From an optimization exercise on the open Yosys and OpenROAD flow, aimed at small area, a short achievable clock period and few clock cycles; shortcuts taken in it are not production practice. In this exercise RTL edits were held to simulation tests only and were not proved equivalent to the original. The clock port is modelled as an ideal driver, which makes a skipped or thinned clock tree look cheaper than it is; a real chip needs a root buffer or a tree. No activity file was given, so power comes from the tool's default toggle rates.

## LBP
module LBP(  clk,reset,gray_addr,gray_req,gray_ready,gray_data,lbp_addr,lbp_valid,lbp_data,finish );
input           clk;
input           reset;
input           gray_ready;
input   [7:0]   gray_data;
output          gray_req;
output          lbp_valid;
output          finish;
output  [7:0]   lbp_data;
output  [13:0]  gray_addr;
output  [13:0]  lbp_addr;
reg             gray_req;    
reg             run;         
reg             lbp_valid;
reg             finish;
reg     [7:0]   lbp_data;
reg     [13:0]  lbp_addr;
reg     [6:0]   row;
reg     [6:0]   col;
reg     [2:0]   j;           
reg             eol;         
reg             lastrow;     
assign gray_addr = {row, col};
reg     [7:0]   p1, p2, p3, p4, p5, p6, p7, p8, p9;
reg             q1;
reg     [2:0]   q2, q3, q4, q5, q6, q7, q8;
reg     [3:0]   q9;
reg             b3;          
wire    [7:0]   x = gray_data;
function [1:0] cmpl;
    input [7:0] a;
    input [7:0] b;
    reg hgt, hlt, lge, lle;
    begin
        hgt = a[7:4] > b[7:4]; hlt = a[7:4] < b[7:4];
        lge = a[3:0] >= b[3:0]; lle = a[3:0] <= b[3:0];
        cmpl = {hgt | (~hlt & lge), hlt | (~hgt & lle)};
    end
endfunction
wire    [1:0]   cx9 = cmpl(x, p9);      
wire            done = eol & lastrow & (col == 7'd127);
always @(posedge clk or posedge reset)
begin
    if (reset) begin
        gray_req  <= 1'b0;
        run       <= 1'b0;
        finish    <= 1'b0;
        lbp_valid <= 1'b0;
    end else begin
        lbp_valid <= run & (j[2] | j[1]) & (row[6:1] != 6'd0);
        if (run) begin
            if (done) begin
                gray_req <= 1'b0;
                run      <= 1'b0;
                finish   <= 1'b1;
            end
        end else if (gray_ready & ~finish) begin
            gray_req <= 1'b1;
            run      <= 1'b1;
        end
    end
end
always @(posedge clk)
begin
    if (~run) begin
        row     <= 7'd0;
        col     <= 7'd0;
        j       <= 3'd0;
        eol     <= 1'b0;
  ...
Size: ~370 cells after synthesis, about 140 flip-flops, about 50 I/O pins.
==> flow/config.mk <==
export PLATFORM = sky130hd
export DESIGN_NAME = LBP
export DESIGN_NICKNAME = LBP
export VERILOG_FILES = /design/flow/design.v
export SDC_FILE = /design/flow/constraint.sdc
export NUM_CORES = 4
export LEC_CHECK = 0
export CAP_MARGIN = 20
export CORE_MARGIN = 2
export CORE_UTILIZATION = 50
export SETUP_SLACK_MARGIN = 2.3
export SLEW_MARGIN = 20
==> flow/constraint.sdc <==
create_clock -name core_clock -period 4.0 [get_ports {clk}]
set_input_delay 0.8000 -clock core_clock [delete_from_list [all_inputs] [get_ports {clk}]]
set_output_delay 0.8000 -clock core_clock [all_outputs]
set_load 0.01 [all_outputs]
standard.sh (not shown) runs the stock make flow with config.mk's settings and CLKGATE_MAP_FILE= SYNTH_SCRIPT=/design/flow/synth_recipe.tcl, a recipe that flattens the netlist after the stock synthesis.
==> flow/flow/run.sh <==
#!/bin/bash
HERE=$(cd "$(dirname "$0")" && pwd)
export PRE_CTS_TCL=$HERE/cts_manual.tcl
export CTS_MANUAL_NROOT=4
export CTS_MANUAL_NLEAF=0
export CTS_MANUAL_ROOTBUF=sky130_fd_sc_hd__clkbuf_16
export CTS_MANUAL_LEAFBUF=sky130_fd_sc_hd__clkbuf_16
export BUFFER_PORTS_ARGS="-buffer_cell sky130_fd_sc_hd__buf_2"
bash standard.sh > standard.log 2>&1
Other scripts of this flow, unchanged in this note and not shown: flow/flow/cts_manual.tcl
Testbench counts at the start, summed over its fixed seeds: cycles 258,060.
Rerun with:
--- a/flow/config.mk
+++ b/flow/config.mk
@@ -7,6 +7,6 @@
 export LEC_CHECK = 0
-export CAP_MARGIN = 20
+export CAP_MARGIN = 0
 export CORE_MARGIN = 2
 export CORE_UTILIZATION = 50
-export SETUP_SLACK_MARGIN = 2.3
-export SLEW_MARGIN = 20
+export SETUP_SLACK_MARGIN = 2.4
+export SLEW_MARGIN = 0
After rerunning: Worst setup slack improves by 51 ps; worst hold slack improved by 7.2 ps; cell area came out higher by 1.4%; maximum frequency grows by 3.2%; routed wire length rises by 7.9%; area after synthesis is unchanged; sequential power stays flat; synthesized cell count does not change; final cell count is about the same; via count barely changes.
In every run of this note, the design's own scripts or RTL, not TritonCTS, make the clock network.

* * *

## garnet
Another version of the RTL of LBP (not shown whole).
Size in the first run: roughly 380 cells after synthesis, about 150 flip-flops, about 50 I/O pins.
clock: 4.0 ns
lec_check: 0
cap_margin: 20
core_margin: 2
core_utilization: 50
setup_slack_margin: 2.3
slew_margin: 20
==> flow/flow/run.sh <==
#!/bin/bash
HERE=$(cd "$(dirname "$0")" && pwd)
export PRE_CTS_TCL=$HERE/cts_manual.tcl
export CTS_MANUAL_NROOT=4
export CTS_MANUAL_NLEAF=2
export CTS_MANUAL_ROOTBUF=sky130_fd_sc_hd__clkbuf_4
export CTS_MANUAL_LEAFBUF=sky130_fd_sc_hd__clkbuf_8
export BUFFER_PORTS_ARGS="-buffer_cell sky130_fd_sc_hd__buf_2"
bash standard.sh > standard.log 2>&1
==> flow/flow/cts_manual.tcl <==
# Hand-built balanced clock tree: the clock port drives NROOT buffers; each
# drives NLEAF leaf buffers (or, with NLEAF 0, the registers directly); each
# leaf drives one spatial cluster of the register clock pins. Clusters come
# from recursive bisection of the register positions, so every register sees
# the same number of buffers.
# Estimated clock load (fF) of one cluster driven from its centroid: pin
# capacitance plus wire, the wire taken as proportional to the total
# Manhattan distance of the pins from the centroid (fitted on earlier layouts).
proc mcts_cost {items} {
  set n [llength $items]
  if {$n == 0} { return 0 }
  set sx 0; set sy 0
  foreach s $items { set sx [expr {$sx + [lindex $s 1]}]; set sy [expr {$sy + [lindex $s 2]}] }
  set cx [expr {double($sx)/$n}]; set cy [expr {double($sy)/$n}]
  set st 0
  foreach s $items { set st [expr {$st + abs([lindex $s 1]-$cx) + abs([lindex $s 2]-$cy)}] }
  return [expr {1.75*$n + 0.0258*$st/1000.0}]
}
proc mcts_best {items k} {
  if {$k <= 1 || [llength $items] <= 1} { return [list [mcts_cost $items] [list $items]] }
  set k1 [expr {$k / 2}]
  set k2 [expr {$k - $k1}]
  set n [llength $items]
  set best [list 1e30 {}]
  foreach idx {1 2} {
    set sorted [lsort -integer -index $idx $items]
    set mid [expr {double($n) * $k1 / $k}]
    set lo [expr {max(1, int($mid * 0.8))}]
    set hi [expr {min($n-1, int(ceil($mid * 1.2)))}]
    for {set n1 $lo} {$n1 <= $hi} {incr n1} {
      set l [mcts_best [lrange $sorted 0 [expr {$n1-1}]] $k1]
      if {[lindex $l 0] >= [lindex $best 0]} { continue }
      set r [mcts_best [lrange $sorted $n1 end] $k2]
      set c [expr {max([lindex $l 0], [lindex $r 0])}]
      if {$c < [lindex $best 0]} {
        set best [list $c [concat [lindex $l 1] [lindex $r 1]]]
      }
    }
  }
  return $best
}
proc mcts_split {items k} {
  set b [mcts_best $items $k]
  puts "manual_cts: $k clusters, largest estimated load [format %.1f [lindex $b 0]] fF"
  return [lindex $b 1]
}
proc mcts_buffer {block master name innet items} {
  set sx 0; set sy 0
  foreach s $items { set sx [expr {$sx + [lindex $s 1]}]; set sy [expr {$sy + [lindex $s 2]}] }
  set cx [expr {int($sx / [llength $items])}]
  set cy [expr {int($sy / [llength $items])}]
  set inst [odb::dbInst_create $block $master $name]
  set net [odb::dbNet_create $block "${name}_net"]
  $net setSigType CLOCK
  [$inst findITerm A] connect $innet
  [$inst findITerm X] connect $net
  foreach s $items { set it [lindex $s 0]; $it disconnect; $it connect $net }
  $inst setLocation $cx $cy
  $inst setPlacementStatus PLACED
  return [list [$inst findITerm A] $cx $cy]
}
proc manual_cts {nroot nleaf rootbuf leafbuf} {
  set block [ord::get_db_block]
  set clknet [$block findNet clk]
  set sinks {}
  foreach it [$clknet getITerms] {
    set bb [[$it getInst] getBBox]
    lappend sinks [list $it [expr {([$bb xMin]+[$bb xMax])/2}] [expr {([$bb yMin]+[$bb yMax])/2}]]
  }
  set rm [[ord::get_db] findMaster $rootbuf]
  if {$nleaf == 0} {
    set i 0
    foreach g [mcts_split $sinks $nroot] {
      mcts_buffer $block $rm "clkroot_$i" $clknet $g
      puts "manual_cts: root $i drives [llength $g] registers"
      incr i
    }
  } else {
    set lm [[ord::get_db] findMaster $leafbuf]
    set groups [mcts_split $sinks [expr {$nroot*$nleaf}]]
    set leaves {}
    set i 0
    foreach g $groups {
      lappend leaves [mcts_buffer $block $lm "clkleaf_$i" $clknet $g]
      puts "manual_cts: leaf $i drives [llength $g] registers"
      incr i
    }
    set i 0
    foreach g [mcts_split $leaves $nroot] {
      mcts_buffer $block $rm "clkroot_$i" $clknet $g
      puts "manual_cts: root $i drives [llength $g] leaves"
      incr i
    }
  }
  set_propagated_clock [all_clocks]
}

# cts.tcl calls clock_tree_synthesis right after this hook; build the tree
# by hand instead.
rename clock_tree_synthesis orig_clock_tree_synthesis
proc clock_tree_synthesis {args} {
  manual_cts $::env(CTS_MANUAL_NROOT) $::env(CTS_MANUAL_NLEAF) \
    $::env(CTS_MANUAL_ROOTBUF) $::env(CTS_MANUAL_LEAFBUF)
}
Testbench counts of garnet, summed over its fixed seeds: cycles 258,060.
Edits applied to the flow inputs when going from garnet to lagoon:
- CORE_UTILIZATION changed from 50 to 60
- SETUP_SLACK_MARGIN changed from 2.3 to 2.4
==> flow/flow/run.sh <==
#!/bin/bash
HERE=$(cd "$(dirname "$0")" && pwd)
export PRE_CTS_TCL=$HERE/cts_manual.tcl
export CTS_MANUAL_NROOT=4
export CTS_MANUAL_NLEAF=2
export CTS_MANUAL_ROOTBUF=sky130_fd_sc_hd__clkbuf_8
export CTS_MANUAL_LEAFBUF=sky130_fd_sc_hd__clkbuf_8
export BUFFER_PORTS_ARGS="-buffer_cell sky130_fd_sc_hd__buf_1"
bash standard.sh > standard.log 2>&1
==> comparison <==
Looking only at hold slack, and setting everything else aside, the lower value of garnet and lagoon goes to garnet.
| final standard cell utilization of the core | lagoon vs garnet | 16 points higher |
Row via count normalized by instance count: lagoon higher / garnet lower
| sequential share of layout area | lower: lagoon |
Wire length of the first global-routing pass: lagoon vs garnet up 4.3%
garnet → lagoon: area of the multi-input gates increased 7.7%; relative contribution of combinational cells to total power increased 0.6 points; design area has increased.
[inputs] xenon vs lagoon
- SETUP_SLACK_MARGIN now 2.3, was 2.4
--- a/flow/flow/run.sh
+++ b/flow/flow/run.sh
@@ -7,3 +7,3 @@
 export CTS_MANUAL_LEAFBUF=sky130_fd_sc_hd__clkbuf_8
-export BUFFER_PORTS_ARGS="-buffer_cell sky130_fd_sc_hd__buf_1"
+export BUFFER_PORTS_ARGS="-buffer_cell sky130_fd_sc_hd__buf_2"
 bash standard.sh > standard.log 2>&1
==> comparison <==
The flow did not stop early for xenon: all stages ran, and the layout cleared the timing, DRC and antenna checks.
lagoon completed end to end with timing, DRC and antenna clean.
The last element of the critical path comes out gray_addr[3] in one run and lbp_data[7]$_DFF_P_ in the other, namely in xenon and lagoon respectively.
xenon vs lagoon, post-layout minimum cycle time went up by 11 ps.
sky130_fd_sc_hd__or2_4 as the library cell contributing the largest single delay on the critical path was reported by lagoon, and sky130_fd_sc_hd__dfxtp_4 by xenon.
Delta (xenon minus lagoon): via count fell by 4.4%, minimum setup slack in the final design fell by 11 ps, total power per unit cell area rose by 24 mW/mm2.
The inputs of tundra differ from those of xenon as listed below.
- changing CORE_UTILIZATION from 60 to 40
### Flow results
Going from xenon to tundra, floorplan die area rose by about 50%; placer's final routability congestion estimate rose by about 4.4%; clock skew rose by 9.3 ps; global router's overall resource usage fell by 5.2 points. tundra vs xenon — leakage component of the power rose about 1.5%. tundra drops more vias than xenon. xenon has higher share of the core filled with cells in the final layout than tundra.
Relative to tundra, the following input files were edited for harbor:
- a change of SETUP_SLACK_MARGIN from 2.3 to 2.5
- a change of CORE_UTILIZATION from 40 to 60
==> flow/flow/run.sh <==
#!/bin/bash
HERE=$(cd "$(dirname "$0")" && pwd)
export PRE_CTS_TCL=$HERE/cts_manual.tcl
export CTS_MANUAL_NROOT=4
export CTS_MANUAL_NLEAF=0
export CTS_MANUAL_ROOTBUF=sky130_fd_sc_hd__clkbuf_16
export CTS_MANUAL_LEAFBUF=sky130_fd_sc_hd__clkbuf_16
export BUFFER_PORTS_ARGS="-buffer_cell sky130_fd_sc_hd__buf_2"
bash standard.sh > standard.log 2>&1
--- a/flow/flow/cts_manual.tcl
+++ b/flow/flow/cts_manual.tcl
@@ -5,42 +5,13 @@
 # the same number of buffers.
-# Estimated clock load (fF) of one cluster driven from its centroid: pin
-# capacitance plus wire, the wire taken as proportional to the total
-# Manhattan distance of the pins from the centroid (fitted on earlier layouts).
-proc mcts_cost {items} {
-  set n [llength $items]
-  if {$n == 0} { return 0 }
-  set sx 0; set sy 0
-  foreach s $items { set sx [expr {$sx + [lindex $s 1]}]; set sy [expr {$sy + [lindex $s 2]}] }
-  set cx [expr {double($sx)/$n}]; set cy [expr {double($sy)/$n}]
-  set st 0
-  foreach s $items { set st [expr {$st + abs([lindex $s 1]-$cx) + abs([lindex $s 2]-$cy)}] }
-  return [expr {1.75*$n + 0.0258*$st/1000.0}]
-}
-proc mcts_best {items k} {
-  if {$k <= 1 || [llength $items] <= 1} { return [list [mcts_cost $items] [list $items]] }
+proc mcts_split {items k} {
+  if {$k <= 1 || [llength $items] <= 1} { return [list $items] }
+  set xs {}; set ys {}
+  foreach s $items { lappend xs [lindex $s 1]; lappend ys [lindex $s 2] }
+  set xs [lsort -integer $xs]; set ys [lsort -integer $ys]
+  set idx [expr {([lindex $xs end]-[lindex $xs 0]) >= ([lindex $ys end]-[lindex $ys 0]) ? 1 : 2}]
+  set sorted [lsort -integer -index $idx $items]
   set k1 [expr {$k / 2}]
-  set k2 [expr {$k - $k1}]
-  set n [llength $items]
-  set best [list 1e30 {}]
-  foreach idx {1 2} {
-    set sorted [lsort -integer -index $idx $items]
-    set mid [expr {double($n) * $k1 / $k}]
-    set lo [expr {max(1, int($mid * 0.8))}]
-    set hi [expr {min($n-1, int(ceil($mid * 1.2)))}]
-    for {set n1 $lo} {$n1 <= $hi} {incr n1} {
-      set l [mcts_best [lrange $sorted 0 [expr {$n1-1}]] $k1]
-      if {[lindex $l 0] >= [lindex $best 0]} { continue }
-      set r [mcts_best [lrange $sorted $n1 end] $k2]
-      set c [expr {max([lindex $l 0], [lindex $r 0])}]
-      if {$c < [lindex $best 0]} {
-        set best [list $c [concat [lindex $l 1] [lindex $r 1]]]
-      }
-    }
-  }
-  return $best
-}
-proc mcts_split {items k} {
-  set b [mcts_best $items $k]
-  puts "manual_cts: $k clusters, largest estimated load [format %.1f [lindex $b 0]] fF"
-  return [lindex $b 1]
+  set n1 [expr {int(round([llength $sorted] * double($k1) / $k))}]
+  return [concat [mcts_split [lrange $sorted 0 [expr {$n1-1}]] $k1] \
+                 [mcts_split [lrange $sorted $n1 end] [expr {$k-$k1}]]]
 }
==> comparison <==
Compared with tundra, harbor shows clock skew lower by 13 ps.
In the tables for harbor and tundra, weighted congestion at the end of routability-driven global placement reads lower with harbor.
Looking only at final design utilization, and setting everything else aside, the lower value of harbor and tundra goes to tundra.
Area overhead of the layout relative to synthesis sits higher in harbor than in tundra.
On harbor: quantity of gates resized following cts is 41 higher than what tundra gave.
Area of the die (tundra / harbor): 1.5
Relative to tundra, the internal cell power of harbor is lower by about 4%.
In harbor the chip width turned out 20 um lower than in tundra.
Re post-layout total power: harbor is 110 uW down on tundra.
Input changes introduced in juniper (baseline for comparison: harbor):
- SETUP_SLACK_MARGIN changed from 2.5 to 2.2
==> flow/flow/run.sh <==
#!/bin/bash
HERE=$(cd "$(dirname "$0")" && pwd)
export PRE_CTS_TCL=$HERE/cts_manual.tcl
export CTS_MANUAL_NROOT=4
export CTS_MANUAL_NLEAF=2
export CTS_MANUAL_ROOTBUF=sky130_fd_sc_hd__clkbuf_8
export CTS_MANUAL_LEAFBUF=sky130_fd_sc_hd__clkbuf_8
export BUFFER_PORTS_ARGS="-buffer_cell sky130_fd_sc_hd__buf_2"
bash standard.sh > standard.log 2>&1
--- a/flow/flow/cts_manual.tcl
+++ b/flow/flow/cts_manual.tcl
@@ -5,13 +5,42 @@
 # the same number of buffers.
+# Estimated clock load (fF) of one cluster driven from its centroid: pin
+# capacitance plus wire, the wire taken as proportional to the total
+# Manhattan distance of the pins from the centroid (fitted on earlier layouts).
+proc mcts_cost {items} {
+  set n [llength $items]
+  if {$n == 0} { return 0 }
+  set sx 0; set sy 0
+  foreach s $items { set sx [expr {$sx + [lindex $s 1]}]; set sy [expr {$sy + [lindex $s 2]}] }
+  set cx [expr {double($sx)/$n}]; set cy [expr {double($sy)/$n}]
+  set st 0
+  foreach s $items { set st [expr {$st + abs([lindex $s 1]-$cx) + abs([lindex $s 2]-$cy)}] }
+  return [expr {1.75*$n + 0.0258*$st/1000.0}]
+}
+proc mcts_best {items k} {
+  if {$k <= 1 || [llength $items] <= 1} { return [list [mcts_cost $items] [list $items]] }
+  set k1 [expr {$k / 2}]
+  set k2 [expr {$k - $k1}]
+  set n [llength $items]
+  set best [list 1e30 {}]
+  foreach idx {1 2} {
+    set sorted [lsort -integer -index $idx $items]
+    set mid [expr {double($n) * $k1 / $k}]
+    set lo [expr {max(1, int($mid * 0.8))}]
+    set hi [expr {min($n-1, int(ceil($mid * 1.2)))}]
+    for {set n1 $lo} {$n1 <= $hi} {incr n1} {
+      set l [mcts_best [lrange $sorted 0 [expr {$n1-1}]] $k1]
+      if {[lindex $l 0] >= [lindex $best 0]} { continue }
+      set r [mcts_best [lrange $sorted $n1 end] $k2]
+      set c [expr {max([lindex $l 0], [lindex $r 0])}]
+      if {$c < [lindex $best 0]} {
+        set best [list $c [concat [lindex $l 1] [lindex $r 1]]]
+      }
+    }
+  }
+  return $best
+}
 proc mcts_split {items k} {
-  if {$k <= 1 || [llength $items] <= 1} { return [list $items] }
-  set xs {}; set ys {}
-  foreach s $items { lappend xs [lindex $s 1]; lappend ys [lindex $s 2] }
-  set xs [lsort -integer $xs]; set ys [lsort -integer $ys]
-  set idx [expr {([lindex $xs end]-[lindex $xs 0]) >= ([lindex $ys end]-[lindex $ys 0]) ? 1 : 2}]
-  set sorted [lsort -integer -index $idx $items]
-  set k1 [expr {$k / 2}]
-  set n1 [expr {int(round([llength $sorted] * double($k1) / $k))}]
-  return [concat [mcts_split [lrange $sorted 0 [expr {$n1-1}]] $k1] \
-                 [mcts_split [lrange $sorted $n1 end] [expr {$k-$k1}]]]
+  set b [mcts_best $items $k]
+  puts "manual_cts: $k clusters, largest estimated load [format %.1f [lindex $b 0]] fF"
+  return [lindex $b 1]
 }
### Flow results
Per the comparison of juniper with harbor, number of gates resized after cts moved down; number of global-route vias before repair moved down.
In juniper, the final net count came out 18 below the value in harbor.
Summary of juniper over harbor: total power increased 95 uW, power per standard cell area went up about 15%, clock period minus final worst setup slack shows an increase of 3.1 ps, total routing resource utilization after global routing moved down.
In every run of this note, the design's own scripts or RTL, not TritonCTS, make the clock network.

==> re-timing with driven ports <==
Ports are ideal in the flow. The routed layouts listed here were re-timed in OpenROAD.
Step 1 (the two cells are an assumption about what drives the block):
set clk [get_ports {clk}]
set_driving_cell -lib_cell sky130_fd_sc_hd__clkbuf_16 $clk
set_driving_cell -lib_cell sky130_fd_sc_hd__buf_2 [delete_from_list [all_inputs] $clk]
Step 2 also shifts input and output timing later by t, the mid clock arrival at the registers, as if the neighbouring blocks saw the same clock.
Three values: ideal ports, drivers, drivers and shift; two values: the first two.
| run | t, ns | setup WS [ns] | worst setup path after step 2 | clock arrival spread, ns | worst register clock-pin slew, ns |
|---|---|---|---|---|---|
| the first run of note 1 | 0.254 | 2.356 / 2.277 / 2.193 | input to register | 0.014 / 0.013 | 0.12 / 0.12 |
| the second run of note 1 | 0.252 | 2.406 / 2.346 / 2.212 | input to register | 0.010 / 0.010 | 0.12 / 0.12 |
| garnet | 0.358 | 2.339 / 2.287 / 2.020 | input to register | 0.017 / 0.017 | 0.10 / 0.10 |
| lagoon | 0.343 | 2.337 / 2.333 / 2.005 | input to register | 0.014 / 0.013 | 0.10 / 0.10 |
| xenon | 0.349 | 2.326 / 2.259 / 2.021 | input to register | 0.012 / 0.011 | 0.10 / 0.10 |
| tundra | 0.348 | 2.317 / 2.287 / 2.003 | input to register | 0.023 / 0.023 | 0.11 / 0.11 |
| harbor | 0.259 | 2.239 / 2.279 / 2.020 | input to register | 0.009 / 0.009 | 0.12 / 0.12 |
| juniper | 0.334 | 2.236 / 2.218 / 1.937 | input to register | 0.013 / 0.012 | 0.10 / 0.10 |
After both steps every run listed still meets setup and hold. For lagoon, which loses most, drivers alone change the setup slack by -0.004 ns; drivers and shift together by -0.332 ns.
